Context: an optimization exercise on an open-source flow, tuned for small area and a short achievable clock period. The choices shown serve that exercise and are no tape-out recipe. At most, simulation tests tie the RTL to the original design; equivalence was not proved. The clock port is modelled as an ideal driver, which makes a skipped or thinned clock tree look cheaper than it is; a real chip needs a root buffer or a tree. Power and IR drop assume default switching activity.

// fifo_sync
module fifo_sync #(
    parameter int WIDTH = 32,
    parameter int DEPTH = 16    
)(
    input  logic                 clk,
    input  logic                 rst_n,
    input  logic                 wr_en,
    input  logic [WIDTH-1:0]     wr_data,
    output logic                 full,
    input  logic                 rd_en,
    output logic [WIDTH-1:0]     rd_data,
    output logic                 empty,
    output logic [$clog2(DEPTH+1)-1:0] level
);
For scale: about 1200 cells after synthesis, about 550 flip-flops, about 20000 um^2 of cells after synthesis.
Settings: LEC_CHECK=0, CAP_MARGIN=20, CORE_MARGIN=2, CORE_UTILIZATION=55, PLACE_DENSITY=0.68, SLEW_MARGIN=50; clock period 4.3 ns.
standard.sh (not shown) runs the stock make flow with config.mk's settings and CLKGATE_MAP_FILE= SYNTH_SCRIPT=/design/flow/synth_recipe.tcl, a recipe that flattens the netlist after the stock synthesis.
==> flow/flow/run.sh <==
#!/bin/bash
# Standard ORFS layout with faster port buffers, sizing free to change cell
# footprints and larger clock-sink clusters. After CTS the clock tree's root
# buffer is dropped, timing repaired again and area recovered
# (flow/cts_post.tcl); after global routing area is recovered again
# (flow/grt_downsize.tcl). Timing repair aims at 2.5 ns of setup slack up to
# CTS and 2.4 ns after global routing. The tools' output goes to standard.log
# and the ORFS logs.
set -e
ARGS=(MATCH_CELL_FOOTPRINT=0
  "BUFFER_PORTS_ARGS=-buffer_cell sky130_fd_sc_hd__buf_2"
  "CTS_ARGS=-sink_clustering_enable -repair_clock_nets -sink_clustering_size 25 -sink_clustering_max_diameter 120 -dont_use_dummy_load"
  "POST_CTS_TCL=$(pwd)/flow/cts_post.tcl"
  "POST_GLOBAL_ROUTE_TCL=$(pwd)/flow/grt_downsize.tcl")
bash standard.sh "${ARGS[@]}" SETUP_SLACK_MARGIN=2.5 cts > standard.log 2>&1
bash standard.sh "${ARGS[@]}" SETUP_SLACK_MARGIN=2.4 finish >> standard.log 2>&1
Other scripts of this flow, unchanged in this note and not shown: flow/flow/cts_post.tcl, flow/flow/downsize.tcl, flow/flow/grt_downsize.tcl, flow/flow/noroot.tcl
The baseline completed with no timing, DRC or antenna violations.
Then changed:
--- a/flow/flow/run.sh
+++ b/flow/flow/run.sh
@@ -12 +12 @@
-  "CTS_ARGS=-sink_clustering_enable -repair_clock_nets -sink_clustering_size 25 -sink_clustering_max_diameter 120 -dont_use_dummy_load"
+  "CTS_ARGS=-sink_clustering_enable -repair_clock_nets -sink_clustering_size 30 -sink_clustering_max_diameter 150 -dont_use_dummy_load"
SLEW_MARGIN = 20   (was 50)
Setup slack improved by 0.036 ns.
Clock-buffer cell count drops by 3.
Final area barely changes.
Maximum frequency grows by 1.9%.
Power went down by 1.2%.
Then changed:
CORE_UTILIZATION = 40   (was 55)
PLACE_DENSITY = default   (was 0.68)
Effect: The changed run finished clean; worst setup slack improves by 0.0090 ns; sequential share of layout area falls by 0.86 points; final area grows by 1.1%; global-route usage falls by 6.4 points; core utilization decreases by 16 points; via count came out lower by about 2%; fmax rose by 0.48%; wire length came out higher by about 1.8%.
Then changed:
CORE_UTILIZATION = 55   (was 40)
PLACE_DENSITY = 0.68   (was default)
SLEW_MARGIN = 50   (was 20)
The new run passed the timing, design-rule and antenna checks.
Fmax stays flat.
Combinational power came out lower by about 1%.
Power barely changes.
Non-clock buffer count came out higher by 4.
Count of clock-buffer cells in the layout does not change.
Worst setup slack gets better by 0.0040 ns.
Then changed:
CORE_UTILIZATION = 40   (was 55)
PLACE_DENSITY = default   (was 0.68)
=> The new run finished with timing, DRC and antenna clean; hold slack got worse by 0.0049 ns; via count falls by about 1.8%; sequential share of layout area falls by 0.78 points; global-route usage falls by 6.5 points; utilization falls by 16 points.

* * *

The RTL this note starts from:
==> flow/design.v <==
module fifo_sync #(
    parameter int WIDTH = 32,
    parameter int DEPTH = 16    
)(
    input  logic                 clk,
    input  logic                 rst_n,
    input  logic                 wr_en,
    input  logic [WIDTH-1:0]     wr_data,
    output logic                 full,
    input  logic                 rd_en,
    output logic [WIDTH-1:0]     rd_data,
    output logic                 empty,
    output logic [$clog2(DEPTH+1)-1:0] level
);
    localparam int PTR_W  = $clog2(DEPTH);
    localparam int MDEPTH = DEPTH - 1;         
    logic [WIDTH-1:0] mem [0:MDEPTH-1];
    logic [WIDTH-1:0] head;
    logic [PTR_W-1:0]            wr_ptr;       
    logic [MDEPTH-1:0]           rd_sel;       
    logic [$clog2(DEPTH+1)-1:0]  count;
    logic                        full_r;       
    logic                        nonempty_r;   
    logic                        le1_r;        
    logic push, pop;
    assign push = wr_en && !full_r;
    assign pop  = rd_en && nonempty_r;
    logic mem_push, mem_pop;
    assign mem_push = push && nonempty_r && !(le1_r && rd_en);
    assign mem_pop  = pop && !le1_r;
    always_ff @(posedge clk) begin
        for (int i = 0; i < MDEPTH; i++)
            if (push && wr_ptr == PTR_W'(i)) mem[i] <= wr_data;
    end
    logic             keep;
    logic [WIDTH-1:0] head_d;
    assign keep = !rd_en && nonempty_r;
    always_comb begin
        head_d = (head & {WIDTH{keep}}) | (wr_data & {WIDTH{!keep && le1_r}});
        for (int i = 0; i < MDEPTH; i++)
            head_d = head_d | (mem[i] & {WIDTH{!keep && !le1_r && rd_sel[i]}});
    end
    always_ff @(posedge clk) begin
        head <= head_d;
    end
    always_ff @(posedge clk or negedge rst_n) begin
        if (!rst_n) begin
            wr_ptr     <= '0;
            rd_sel     <= MDEPTH'(1);
            count      <= '0;
            full_r     <= 1'b0;
            nonempty_r <= 1'b0;
            le1_r      <= 1'b1;
        end else begin
            if (mem_push) wr_ptr <= (wr_ptr == PTR_W'(MDEPTH-1)) ? '0 : wr_ptr + 1'b1;
            if (mem_pop)  rd_sel <= {rd_sel[MDEPTH-2:0], rd_sel[MDEPTH-1]};
            if (push && !pop) begin
                count      <= count + 1'b1;
                full_r     <= (count == DEPTH-1);
                nonempty_r <= 1'b1;
                le1_r      <= !nonempty_r;
            end else if (pop && !push) begin
                count      <= count - 1'b1;
                full_r     <= 1'b0;
                nonempty_r <= (count != 1);
                le1_r      <= (count <= 2);
            end
        end
    end
    assign rd_data = head;
    assign full    = full_r;
    assign empty   = !nonempty_r;
    assign level   = count;
endmodule
==> flow/config.mk <==
export PLATFORM = sky130hd
export DESIGN_NAME = fifo_sync
export DESIGN_NICKNAME = fifo_sync
export VERILOG_FILES = /design/flow/design.v
export SDC_FILE = /design/flow/constraint.sdc
export NUM_CORES = 4
export LEC_CHECK = 0
export CAP_MARGIN = 20
export CORE_MARGIN = 2
export CORE_UTILIZATION = 40
export SLEW_MARGIN = 50
==> flow/constraint.sdc <==
create_clock -name core_clock -period 4.3 [get_ports {clk}]
set_input_delay 0.8600 -clock core_clock [delete_from_list [all_inputs] [get_ports {clk}]]
set_output_delay 0.8600 -clock core_clock [all_outputs]
set_load 0.01 [all_outputs]
==> flow/flow/run.sh <==
#!/bin/bash
# Standard ORFS layout with faster port buffers, sizing free to change cell
# footprints, larger clock-sink clusters. The tools' output goes to standard.log
# and the ORFS logs.
set -e
bash standard.sh MATCH_CELL_FOOTPRINT=0 \
  "BUFFER_PORTS_ARGS=-buffer_cell sky130_fd_sc_hd__buf_2" \
  "CTS_ARGS=-sink_clustering_enable -repair_clock_nets -sink_clustering_size 30 -sink_clustering_max_diameter 150 -dont_use_dummy_load" \
  SETUP_SLACK_MARGIN=2.35 finish > standard.log 2>&1
Rerun with:
==> flow/flow/run.sh (replaced) <==
#!/bin/bash
# Standard ORFS layout with faster port buffers, sizing free to change cell
# footprints, larger clock-sink clusters and the clock tree's middle level
# bypassed (flow/flatten_cts.tcl). The tools' output goes to standard.log
# and the ORFS logs.
set -e
bash standard.sh MATCH_CELL_FOOTPRINT=0 \
  "BUFFER_PORTS_ARGS=-buffer_cell sky130_fd_sc_hd__buf_2" \
  "CTS_ARGS=-sink_clustering_enable -repair_clock_nets -sink_clustering_size 30 -sink_clustering_max_diameter 150 -dont_use_dummy_load" \
  "POST_CTS_TCL=$(pwd)/flow/flatten_cts.tcl" SETUP_SLACK_MARGIN=2.35 finish > standard.log 2>&1
==> flow/flow/flatten_cts.tcl (new file) <==
# Bypass the clock tree's middle level: buffers fed by the root buffer whose
# loads are all clock buffers are removed, and their loads are driven by the
# root buffer's net directly. The clock port still feeds only the root buffer.
set block [ord::get_db_block]
set clk_net [$block findNet clk]
set roots {}
foreach it [$clk_net getITerms] { lappend roots [$it getInst] }
set removed 0
foreach root $roots {
  set rnet [[$root findITerm X] getNet]
  if {$rnet eq "NULL"} continue
  foreach it [$rnet getITerms] {
    set b [$it getInst]
    if {$b eq $root || ![string match "*clkbuf*" [[$b getMaster] getName]]} continue
    set onet [[$b findITerm X] getNet]
    set ok 1
    foreach lt [$onet getITerms] {
      if {[$lt getInst] eq $b} continue
      if {![string match "*clkbuf*" [[[$lt getInst] getMaster] getName]]} { set ok 0 }
    }
    if {!$ok} continue
    foreach lt [$onet getITerms] {
      if {[$lt getInst] eq $b} continue
      $lt disconnect
      $lt connect $rnet
    }
    puts "flatten_cts: bypassed [$b getName]"
    odb::dbInst_destroy $b
    odb::dbNet_destroy $onet
    incr removed
  }
}
puts "flatten_cts: removed $removed buffers"
estimate_parasitics -placement
report_clock_latency
Outcome:
- The new run produced a clean layout
- final area is about the same
- wire length came out higher by 0.65%
- global-route usage came out higher by 0.54 points
- worst setup slack is better by 4.4 ps
- final cell count is about the same
- core utilization barely changes
- critical path depth is unchanged
- count of clock-buffer cells in the layout came out lower by 2
- via count stays flat
Function was not checked in any run of this note: the RTL went through the layout flow alone.

* * *

try-pepper:
fifo_sync with an RTL version that a note above also has.
Size in the first run: roughly 1200 cells after synthesis, about 550 flip-flops, about 75 I/O pins, ~20000 um2 of cells after synthesis.
clock: 4.3 ns
lec_check: 0
cap_margin: 20
core_margin: 2
core_utilization: 55
place_density: 0.68
slew_margin: 50
==> flow/flow/run.sh <==
#!/bin/bash
# Standard ORFS layout with faster port buffers, sizing free to change cell
# footprints and larger clock-sink clusters. After CTS the clock tree's root
# buffer is dropped and its first-level buffers split in two, timing repaired
# again and area recovered (flow/cts_post.tcl); after global routing area is recovered again
# (flow/grt_downsize.tcl). Timing repair aims at 2.55 ns of setup slack up to
# CTS and 2.5 ns after global routing. The tools' output goes to standard.log
# and the ORFS logs.
set -e
ARGS=(MATCH_CELL_FOOTPRINT=0
  "BUFFER_PORTS_ARGS=-buffer_cell sky130_fd_sc_hd__buf_2"
  "CTS_ARGS=-sink_clustering_enable -repair_clock_nets -sink_clustering_size 30 -sink_clustering_max_diameter 150 -dont_use_dummy_load"
  "POST_CTS_TCL=$(pwd)/flow/cts_post.tcl"
  "POST_GLOBAL_ROUTE_TCL=$(pwd)/flow/grt_downsize.tcl")
bash standard.sh "${ARGS[@]}" SETUP_SLACK_MARGIN=2.55 cts > standard.log 2>&1
bash standard.sh "${ARGS[@]}" SETUP_SLACK_MARGIN=2.5 finish >> standard.log 2>&1
==> flow/flow/cts_post.tcl <==
# After clock-tree synthesis: drop the tree's root buffer (flow/noroot.tcl)
# and split each first-level buffer in two (flow/split_branch.tcl), so the
# clock port drives four buffers; legalize, repair setup timing again for
# the new clock arrival, legalize, then recover area by downsizing cells off
# the critical path (flow/downsize.tcl).
set here [file dirname [info script]]
source [file join $here noroot.tcl]
source [file join $here split_branch.tcl]
detailed_placement
estimate_parasitics -placement
report_clock_latency
repair_timing -setup -setup_margin $::env(SETUP_SLACK_MARGIN) -repair_tns 100 -verbose
detailed_placement
estimate_parasitics -placement
source [file join $here downsize.tcl]
Other scripts of this flow, unchanged in this note and not shown: flow/flow/downsize.tcl, flow/flow/grt_downsize.tcl, flow/flow/noroot.tcl, flow/flow/split_branch.tcl
Edits applied to the flow inputs when going from try-pepper to try-juniper:
==> flow/flow/run.sh <==
#!/bin/bash
# Standard ORFS layout with faster port buffers, sizing free to change cell
# footprints and larger clock-sink clusters. After CTS the clock tree's root
# buffer is dropped and its first-level buffers split in two, timing repaired
# again and area recovered (flow/cts_post.tcl); after global routing area is recovered again
# (flow/grt_downsize.tcl). Timing repair aims at 2.6 ns of setup slack up to
# CTS and 2.45 ns after global routing. The tools' output goes to standard.log
# and the ORFS logs.
set -e
ARGS=(MATCH_CELL_FOOTPRINT=0
  "BUFFER_PORTS_ARGS=-buffer_cell sky130_fd_sc_hd__buf_2"
  "CTS_ARGS=-sink_clustering_enable -repair_clock_nets -sink_clustering_size 30 -sink_clustering_max_diameter 150 -dont_use_dummy_load"
  "POST_CTS_TCL=$(pwd)/flow/cts_post.tcl"
  "POST_GLOBAL_ROUTE_TCL=$(pwd)/flow/grt_downsize.tcl")
bash standard.sh "${ARGS[@]}" SETUP_SLACK_MARGIN=2.6 cts > standard.log 2>&1
bash standard.sh "${ARGS[@]}" SETUP_SLACK_MARGIN=2.45 finish >> standard.log 2>&1
Notes after the runs:
Between try-pepper and try-juniper, largest fanout of any net on the critical path increased. Worst setup slack in try-juniper is 8.4 ps below try-pepper. Summary of try-juniper over try-pepper: combined buffer and inverter count along the critical path decreased by 1 relative to the old numbers; wire length per cell after detailed routing decreased by 0.64% relative to the old numbers; final non-filler cell area closely matched the old numbers; routed wire length decreased by about 0.6% relative to the old numbers; met3 wire length increased by about 8% relative to the old numbers. Sum of internal, switching and leakage power essentially unchanged between try-juniper and try-pepper.
Input-level comparison between try-harbor and try-juniper:
==> flow/flow/run.sh <==
#!/bin/bash
# Standard ORFS layout with faster port buffers, sizing free to change cell
# footprints and larger clock-sink clusters. After CTS the clock tree's root
# buffer is dropped and its first-level buffers split in two, timing repaired
# again and area recovered (flow/cts_post.tcl); after global routing area is recovered again
# (flow/grt_downsize.tcl). Timing repair aims at 2.5 ns of setup slack up to
# CTS and 2.4 ns after global routing. The tools' output goes to standard.log
# and the ORFS logs.
set -e
ARGS=(MATCH_CELL_FOOTPRINT=0
  "BUFFER_PORTS_ARGS=-buffer_cell sky130_fd_sc_hd__buf_2"
  "CTS_ARGS=-sink_clustering_enable -repair_clock_nets -sink_clustering_size 30 -sink_clustering_max_diameter 150 -dont_use_dummy_load"
  "POST_CTS_TCL=$(pwd)/flow/cts_post.tcl"
  "POST_GLOBAL_ROUTE_TCL=$(pwd)/flow/grt_downsize.tcl")
bash standard.sh "${ARGS[@]}" SETUP_SLACK_MARGIN=2.5 cts > standard.log 2>&1
bash standard.sh "${ARGS[@]}" SETUP_SLACK_MARGIN=2.4 finish >> standard.log 2>&1
==> run summary <==
On core utilization, try-juniper tracks try-harbor almost exactly. On global-route usage, try-harbor and try-juniper are neck and neck. Changes observed in try-harbor relative to try-juniper: layout cell share with drive strength beyond 1 dropped 0.53 points, setup slack of the critical path after layout dropped 30 ps.
> inputs changed (try-harbor -> try-sierra)
==> flow/flow/run.sh <==
#!/bin/bash
# Standard ORFS layout with faster port buffers, sizing free to change cell
# footprints and larger clock-sink clusters. After CTS the clock tree's root
# buffer is dropped and its first-level buffers split in two, timing repaired
# again and area recovered (flow/cts_post.tcl); after global routing area is recovered again
# (flow/grt_downsize.tcl). Timing repair aims at 2.55 ns of setup slack up to
# CTS and 2.45 ns after global routing. The tools' output goes to standard.log
# and the ORFS logs.
set -e
ARGS=(MATCH_CELL_FOOTPRINT=0
  "BUFFER_PORTS_ARGS=-buffer_cell sky130_fd_sc_hd__buf_2"
  "CTS_ARGS=-sink_clustering_enable -repair_clock_nets -sink_clustering_size 30 -sink_clustering_max_diameter 150 -dont_use_dummy_load"
  "POST_CTS_TCL=$(pwd)/flow/cts_post.tcl"
  "POST_GLOBAL_ROUTE_TCL=$(pwd)/flow/grt_downsize.tcl")
bash standard.sh "${ARGS[@]}" SETUP_SLACK_MARGIN=2.55 cts > standard.log 2>&1
bash standard.sh "${ARGS[@]}" SETUP_SLACK_MARGIN=2.45 finish >> standard.log 2>&1
--- outcome ---
No stage failed in try-sierra, and the final checks on the layout all came back clean.
The faster design of the two is try-sierra; try-harbor tops out lower.
On post-place instance area, try-harbor and try-sierra are basically level.
try-sierra against try-harbor: portion of total power attributed to the clock network now smaller; fraction of standard cell area that is sequential comparable; combinational fraction of design power now larger; detailed-routing iteration count for the pre-antenna-repair pass now smaller; hold slack comparable.
In the flow results for try-harbor and try-sierra, the period utilization is larger on try-harbor.

-- what the ideal ports hide --
Ports are ideal in the flow. The routed layouts listed here were re-timed in OpenROAD. Step 1: set_driving_cell puts a clkbuf_16 on clk and a buf_2 on each other input, an assumption about the parent block. Step 2 moves the port delays by t, midway between the first and last clock arrival at a register: inputs arrive t later, outputs are due t later. That takes back most of the time a late clock gives input paths. Three values: ideal, step 1, step 2; two values: the first two.
run | t (ns) | setup WS [ns] | worst data-port slew with drivers (ns) | cell pins on the clock port's net
the first run of note 1 | 0.484 | 2.386 / 2.322 / 1.966 | 0.06 | 2
the second run of note 1 | 0.474 | 2.422 / 2.355 / 2.035 | 0.07 | 2
the third run of note 1 | 0.478 | 2.431 / 2.360 / 2.021 | 0.09 | 2
the fourth run of note 1 | 0.467 | 2.435 / 2.371 / 2.041 | 0.06 | 2
the fifth run of note 1 | 0.473 | 2.425 / 2.356 / 1.994 | 0.10 | 2
the first run of note 2 | 0.607 | 2.289 / 2.233 / 1.882 | 0.06 | 1
the second run of note 2 | 0.601 | 2.293 / 2.238 / 1.848 | 0.06 | 1
try-pepper | 0.434 | 2.468 / 2.358 / 2.149 | 0.08 | 4
try-juniper | 0.432 | 2.460 / 2.376 / 2.118 | 0.08 | 4
try-harbor | 0.436 | 2.430 / 2.318 / 2.103 | 0.06 | 4
try-sierra | 0.439 | 2.464 / 2.352 / 2.174 | 0.08 | 4
After both steps every run listed still meets setup and hold. For the second run of note 2, which loses most, drivers alone change the setup slack by -0.055 ns; drivers and shift together by -0.445 ns.
